This is an optimization exercise on Yosys and OpenROAD, whose aim is small area, a short achievable clock period and few clock cycles, not a production implementation. Only simulation tests tie the RTL to the original design; equivalence was not proved.

==> flow/design.v, too long to show whole: its modules and the start of the top module <==
// module alu: 1721 lines
// module fa_cell: 4 lines
// module ha_cell: 4 lines
// module bsel_cell: 3 lines
module alu #(
    parameter INST_W = 4,
    parameter INT_W  = 6,
    parameter FRAC_W = 10,
    parameter DATA_W = INT_W + FRAC_W
)(
    input                      i_clk,
    input                      i_rst_n,
    input                      i_in_valid,
    output                     o_busy,
    input         [INST_W-1:0] i_inst,
    input  signed [DATA_W-1:0] i_data_a,
    input  signed [DATA_W-1:0] i_data_b,
    output                     o_out_valid,
    output        [DATA_W-1:0] o_data
);
  // ...
==> flow/flow/run.sh <==
#!/bin/bash
# Standard synthesis, then the standard layout steps with a larger setup
# margin for repair_timing and plain buffers on the ports. Each step's make
# output goes to its own log file here.
set -euo pipefail
bash standard.sh synth > flow_synth.log 2>&1
bash standard.sh SETUP_SLACK_MARGIN=28 "BUFFER_PORTS_ARGS=-buffer_cell sky130_fd_sc_hd__buf_2" finish > flow_layout.log 2>&1
==> flow/standard.sh <==
#!/bin/bash
# synth_recipe.tcl (not shown) runs the flow's synth.tcl, then flattens the netlist and writes it again
# the make line also repeats each setting of config.mk as NAME=value (left out here)
make -C /OpenROAD-flow-scripts/flow DESIGN_CONFIG=/design/flow/config.mk WORK_HOME=/design/flow/orfs CLKGATE_MAP_FILE= SYNTH_SCRIPT=/design/flow/synth_recipe.tcl "${@:-finish}"
==> flow/config.mk <==
export PLATFORM = sky130hd
export DESIGN_NAME = alu
export DESIGN_NICKNAME = alu
export VERILOG_FILES = /design/flow/design.v
export SDC_FILE = /design/flow/constraint.sdc
export NUM_CORES = 4
export LEC_CHECK = 0
export CAP_MARGIN = 20
export CORE_MARGIN = 2
export CORE_UTILIZATION = 50
export SLEW_MARGIN = 20
export SYNTH_HIERARCHICAL = 1
==> flow/constraint.sdc <==
create_clock -name core_clock -period 36.0 [get_ports {i_clk}]
set_input_delay 7.2000 -clock core_clock [delete_from_list [all_inputs] [get_ports {i_clk}]]
set_output_delay 7.2000 -clock core_clock [all_outputs]
set_load 0.01 [all_outputs]
==> results.txt, run 1 <==
* Clock buffers at 77
* Met1 usage at 44.57%
* Most Crowded Layer GR: met2
* Grt ovf at 0
* DR pass1 iterations at 6
* Clock Latency Late Sink at 0.65 ns
* Status: no timing/DRC/antenna violations
* N_taps at 1265
* CTS max path bufs at 3
* Initial Util at 50.48%
* Initial drt markers at 3533
* CP Class: reg -> out
* # diodes at 2
* Row cnt at 113
* Routed WL at 151.6 mm
* Yosys cell types at 87
* Max FO, Critical Path at 1
* CTS Root Cell: clkbuf_16
* CTS resizes at 40
* Min-Delay Path Class: reg -> reg
* Post-synthesis sequential area ratio at 26.62%
* Clock Skew at 0.04681 ns
* Dominant synthesized flop cell: dfxtp_1
* Post-synthesis compound-gate area fraction at 22.81%
* Total GRT Usage at 30.85%
* Final-report setup violation count at 0
Testbench counts, summed over its fixed seeds: cycles 6,264.
==> run 2: changes to the inputs <==
--- a/flow/design.v
+++ b/flow/design.v
@@ -1670,55 +1670,59 @@
     l2_d <= l1_mac ? r_mac : l1_d;
     l3_d <= l2_d;
     l4_d <= l3_d;
 end
 wire s2_v    = l4_f[3];
 wire s2_sine = l4_f[2];
 wire s2_shift = l4_f[1];
 wire s2_copy = l4_f[0];
-reg [111:0] M;
-always @(posedge i_clk) begin
-    if (s2_shift) M <= {l4_d, M[111:16]};
-end
-wire [127:0] rows = {l4_d, M};
-reg [127:0] W;       
-integer k, r;
-always @(*) begin
-    for (k = 0; k < 8; k = k + 1)
-        for (r = 0; r < 8; r = r + 1)
-            W[16*k + 14 - 2*r +: 2] = rows[16*r + 2*(7-k) +: 2];
-end
 wire [16:0] sv = G[66:50];
 wire [15:0] r_sin = (sv[16] != sv[15]) ? {sv[16], {15{~sv[16]}}} : sv[15:0];
 wire [15:0] R2 = s2_sine ? r_sin : l4_d;
 reg [111:0] Q;        
 reg [6:0]  qv;        
+reg [6:0]  qr;        
 reg [15:0] out_d;
 reg        out_v;
-wire       q_ne = qv[0];
-wire [6:0] qv_sh = {1'b0, qv[6:1]};
-wire [6:0] q_app = ~qv_sh & {qv_sh[5:0], 1'b1};    
+wire [127:0] rows = {l4_d, Q};
+reg  [127:0] W;       
+integer k, r;
+always @(*) begin
+    for (k = 0; k < 8; k = k + 1)
+        for (r = 0; r < 8; r = r + 1)
+            W[16*k + 14 - 2*r +: 2] = rows[16*r + 2*(7-k) +: 2];
+end
+wire       in_any  = s2_v | s2_shift;               
+wire       q_pop   = qv[0] & ~qr[0];                
+wire [6:0] qv_b    = q_pop ? {1'b0, qv[6:1]} : qv;   
+wire [6:0] q_app   = ~qv_b & {qv_b[5:0], 1'b1};    
+wire       direct  = ~qv[0] & s2_v;                 
 always @(posedge i_clk or negedge i_rst_n) begin
     if (!i_rst_n) begin
         qv <= 7'd0;
+        qr <= 7'd0;
         out_v <= 1'b0;
     end else begin
-        out_v <= q_ne | s2_v | s2_copy;
-        if (s2_copy) qv <= 7'h7f;
-        else if (s2_v & q_ne) qv <= {qv_sh[5:0], 1'b1};
-        else qv <= qv_sh;
+        out_v <= s2_copy | q_pop | direct;
+        if (s2_copy) begin
+            qv <= 7'h7f;
+            qr <= 7'd0;
+        end else begin
+            qv <= (in_any & ~direct) ? (qv_b | q_app) : qv_b;
+            qr <= (q_pop ? {1'b0, qr[6:1]} : qr) | ((s2_shift) ? q_app : 7'd0);
+        end
     end
 end
 always @(posedge i_clk) begin
-    out_d <= q_ne ? Q[15:0] : (s2_v ? R2 : W[15:0]);
+    out_d <= s2_copy ? W[15:0] : (q_pop ? Q[15:0] : R2);
     for (i = 0; i < 7; i = i + 1) begin
         if (s2_copy) Q[16*i +: 16] <= W[16*(i+1) +: 16];
         else if (q_app[i]) Q[16*i +: 16] <= R2;
-        else if (i < 6) Q[16*i +: 16] <= Q[16*(i+1) +: 16];
+        else if (q_pop && i < 6) Q[16*i +: 16] <= Q[16*(i+1) +: 16];
     end
 end
 assign o_out_valid = out_v;
 assign o_data = out_d;
 endmodule
 module fa_cell(input a, input b, input c, output s, output co);
 assign s = a ^ b ^ c;
 assign co = (a & b) | (a & c) | (b & c);
==> run 2 against run 1 <==
Net effect: final cell count shrank 3.4%; first-iteration DRC count shrank 9.2%; fmax grew 1.2%; sequential cell count shrank 105; routed wire length shrank 3.8%; via count shrank 3.0%.
==> results.txt, run 2 <==
* CP Class: reg -> out (unchanged)
* Post-DP Area at 48190 µm² (was 50360 µm²)
* Clock buffer count from CTS at 46 (was 53)
* Period minus WS final at 8.337 ns (was 8.440 ns)
* FF-to-FF Start: b_one[1]$_DFFE_PP_ (was b_two[1]$_DFFE_PP_)
* Biggest regs: Q (112), G (67), accm (37) (was M (112), Q (112), G (67))
* Hold path depth at 0 (unchanged)
* Die height at 307.6 µm (was 313.9 µm)
* Routed vias at 35.43k (was 36.50k)
* Reg area at 10580 µm² (was 12810 µm²)
* GPL Wtd Cong at 0.9816 (was 0.9534)
* Total GRT Usage at 30.67% (was 30.85%)
* Most common cell after layout, fill and taps aside: xnor2_1 (unchanged)
* Initial drt markers at 3207 (was 3533)
* I/O pins at 57 (unchanged)
* Max-Cap Viols at 0 (unchanged)
* # diodes at 0 (was 2)
* CP max stage cell: dfrtp_1 (unchanged)
* Initial antenna violation count at 2 (unchanged)
* Synth Area per Inst at 10.53 µm² (was 10.88 µm²)
* Vias in the first global route at 35.51k (was 36.66k)
* RSZ-0062 raised after global routing: yes (unchanged)
* Routed WL at 145.8 mm (was 151.6 mm)
* Die Wd at 307.6 µm (was 313.9 µm)
* Final Slew Violations at 0 (unchanged)
* Pin count of the biggest net entering global routing at 97 (was 78)
* Yosys cell types at 91 (was 87)
* Mapped cell area at 46100 µm² (was 48030 µm²)
* Max FO, Critical Path at 1 (unchanged)
* Critical Path AT at 1.14 ns (was 1.24 ns)
* Commonest cells in the netlist: 588 x xnor2_1, 480 x a22oi_2, 428 x fa_1 (was 568 x xnor2_1, 480 x a22oi_2, 428 x fa_1)
* DIE AREA at 94650 µm² (was 98550 µm²)
* Crit path max-delay family: flip-flops (unchanged)
* Wirelength per Cell at 25.88 µm (was 25.99 µm)
* Clock Latency Late Sink at 0.61 ns (was 0.65 ns)
* Yosys top cell by area: fa_1 (unchanged)
* CTS Sinks at 421 (was 526)
* Most frequent cells in the layout: 588 x xnor2_1, 480 x a22oi_2, 428 x fa_1 (was 568 x xnor2_1, 480 x a22oi_2, 428 x fa_1)
* Clock Skew at 0.03689 ns (was 0.04681 ns)
* Initial Util at 50.37% (was 50.48%)
* Biggest register: Q
* Area of the multi-input gates at 34510 µm² (was 34330 µm²)
* Nets at 5096 (was 5208)
* Hold Path Sink: l4_d[0]$_DFF_P_ (was l3_d[6]$_DFF_P_)
* Number of flops mapped to enable cells by yosys at 172 (was 188)
* Crit share post-route at 23.16% (was 23.45%)
* CTS H-tree lvls at 2 (unchanged)
* Async set-reset flop share out of synthesis at 19.48% (was 14.26%)
* Top post-synthesis cells by area: fa_1 19%, a22oi_2 13%, edfxtp_1 11% (was fa_1 18%, a22oi_2 13%, edfxtp_1 12%)
* CTS Root Cell: clkbuf_16 (unchanged)
* Row cnt at 111 (was 113)
* Fillers at 8124 (was 8338)
* Hold buffers post-CTS at 0 (unchanged)
* Crit path launch type: register (unchanged)
* #FFs+latches synth at 421 (was 526)
* Max Fclk at 120.0 MHz (was 118.5 MHz)
* Least-Margin Pin Slew at 1.119 ns (was 1.213 ns)
* Design area at 50060 µm² (was 53000 µm²)
* Clock-pin slew on the worst setup and hold paths at 0.06 ns (was 0.07 ns)
* TNS Setup at 0 ns (unchanged)
* First-pass GRT wire length at 223.0 mm (was 232.6 mm)
* Ys Warns at 8 (was 7)
* DR pass1 iterations at 5 (was 6)
* Core area at 91520 µm² (was 95150 µm²)
* Largest register FFs at 112
* Post-DRT Antenna Nets at 0 (unchanged)
* CTS max path bufs at 3 (unchanged)
* Mapped Cells at 4378 (was 4413)
* Layout area overhead at 8.593% (was 10.34%)
* Register-to-Register Setup Slack at 28.40 ns (was 28.24 ns)
* CP endpoint kind: primary output (unchanged)
* CP required at 28.80 ns (about the same)
* Final WS setup at 27.66 ns (was 27.56 ns)
* Worst reg2reg path endpoint: G[65]$_DFF_P_ (was G[62]$_DFF_P_)
* Worst Hold Launch: l3_d[0]$_DFF_P_ (was l2_d[6]$_DFF_P_)
* Share of cells above drive strength 1 at 20.58% (was 21.86%)
* DP HPWL at 101.0 mm (was 104.7 mm)
* Final hold slack at 0.3099 ns (was 0.3259 ns)
* Dpl ws at 27.53 ns (was 27.30 ns)
* Min-Delay Path Class: reg -> reg (unchanged)
* DRC violations left at 0 (unchanged)
* Buffers added on ports at 56 (unchanged)
* Crit-path max cell delay at 0.38 ns (was 0.43 ns)
* Top-area cell type share of the netlist area at 18.59% (was 17.84%)
* Max transition margin at 25.42% (was 17.01%)
* Final-report setup violation count at 0 (unchanged)
* Status: no timing/DRC/antenna violations (unchanged)
* CTS tree: done (unchanged)
* Crit path cell chain: buf_2 (unchanged)
* WP buf/inv at 1 (unchanged)
* Vias/cell at 6.289 (was 6.259)
* Post-synthesis sequential area ratio at 22.91% (was 26.62%)
* Grt ovf at 0 (unchanged)
* Hold Violations, Final at 0 (unchanged)
* Count leader, synth: xnor2_1 (unchanged)
* R2r worst-path depth at 20 (was 22)
* Dominant synthesized flop cell: edfxtp_1 (was dfxtp_1)
## run 2: worst register-to-register path, delay by kind of cell (launching register included)
family	cells	cell delay, ns
fa+ha+maj	6	3.04
compound gates	6	1.29
simple gates	4	1.29
buf+inv	2	1.21
xor+xnor	2	0.38
flops	1	0.32
## run 2: cell families after synthesis
family / Yosys count / synth area share [%]
muxes: 262 / 6.014
DFF: 421 / 22.91
xor gates and xnor gates: 659 / 12.52
other: 1 / 0.008134
and+or+nand+nor: 736 / 7.255
adders and majority gates: 648 / 24.56
buffers and inverters: 356 / 3.004
AOI/OAI and AO/OA: 1295 / 23.73
## run 2: per-stage QoR
step / util [%] / std cells
after detailed placement: 52.66 / 5543
after floorplan: - / 4385
after CTS: 54.55 / 5630
after global placement: 52.58 / 5539
after global routing: 54.70 / 5633
final: 54.70 / 5633
## run 2: final cells by class
cell class	instances	area share (%)
multi-input cells	3608	68.94
repair buffers	174	2.652
inverters	158	1.185
clock inverters	23	0.4874
clock buffers	63	2.649
flip-flops and latches	421	21.13
well taps	1186	2.964
## run 2: per-layer routing
| layer | vias up | share of wire [%] | track usage [%] |
|---|---|---|---|
| met5 | - | 0.0096 | 0 |
| met4 | 2 | 2.5 | 7.691 |
| met3 | 254 | 7.3 | 4.673 |
| li1 | 15870 | - | - |
| met2 | 1433 | 46 | 48.32 |
| met1 | 17870 | 45 | 44.12 |
## run 2: per-module statistics from Yosys (local to each module, per instance)
module | flops+latches | cells
bsel_cell | 0 | 2
alu | 421 | 2938
fa_cell | 0 | 1
ha_cell | 0 | 1
## run 2: how the worst max path moves through the flow
stage / from / endpoint / cells past startpoint / slack [ns]
6_report: out_v$_DFF_PN0_ / o_out_valid / 1 / 27.66
3_3_place_gp: i_rst_n / s1_fresh$_DFF_PN0_ / 2 / 27.56
5_1_grt: out_v$_DFF_PN0_ / o_out_valid / 1 / 27.63
3_5_place_dp: i_rst_n / s1_fresh$_DFF_PN0_ / 2 / 27.53
4_1_cts: out_v$_DFF_PN0_ / o_out_valid / 1 / 27.64
2_1_floorplan: i_inst[3] / busy$_DFF_PN0_ / 4 / 27.98
## run 2: repair_timing
item / CTS / global route
resized for setup: 25 / 14
setup endpoints to repair: 40 / 33
cloned: 0 / 1
setup buffers: 1 / 2
Testbench counts of run 2, summed over its fixed seeds: cycles 6,264.

## re-timing with driven ports
No port has a modelled driver above. Below, the same layouts with a new extraction and two added sets of constraints.
Step 1 (the two cells are an assumption about what drives the block):
set clk [get_ports {i_clk}]
set_driving_cell -lib_cell sky130_fd_sc_hd__clkbuf_16 $clk
set_driving_cell -lib_cell sky130_fd_sc_hd__buf_2 [delete_from_list [all_inputs] $clk]
Step 2 also shifts input and output timing later by t, the mid clock arrival at the registers, as if the neighbouring blocks saw the same clock.
a / b / c = no drivers / after step 1 / after step 2; a / b = the first two.
| run | shift t [ns] | setup WS [ns] | hold slack, ns | worst setup path at the end | pins driven straight from the clock port |
|---|---|---|---|---|---|
| run 1 | 0.682 | 27.560 / 27.503 / 27.601 | 0.326 / 0.326 / 0.326 | input, reset recovery | 1 |
| run 2 | 0.657 | 27.663 / 27.604 / 27.836 | 0.310 / 0.310 / 0.310 | input to register | 1 |
After both steps setup and hold are still met in every run listed. The worst setup slack also covers recovery checks on asynchronous resets.
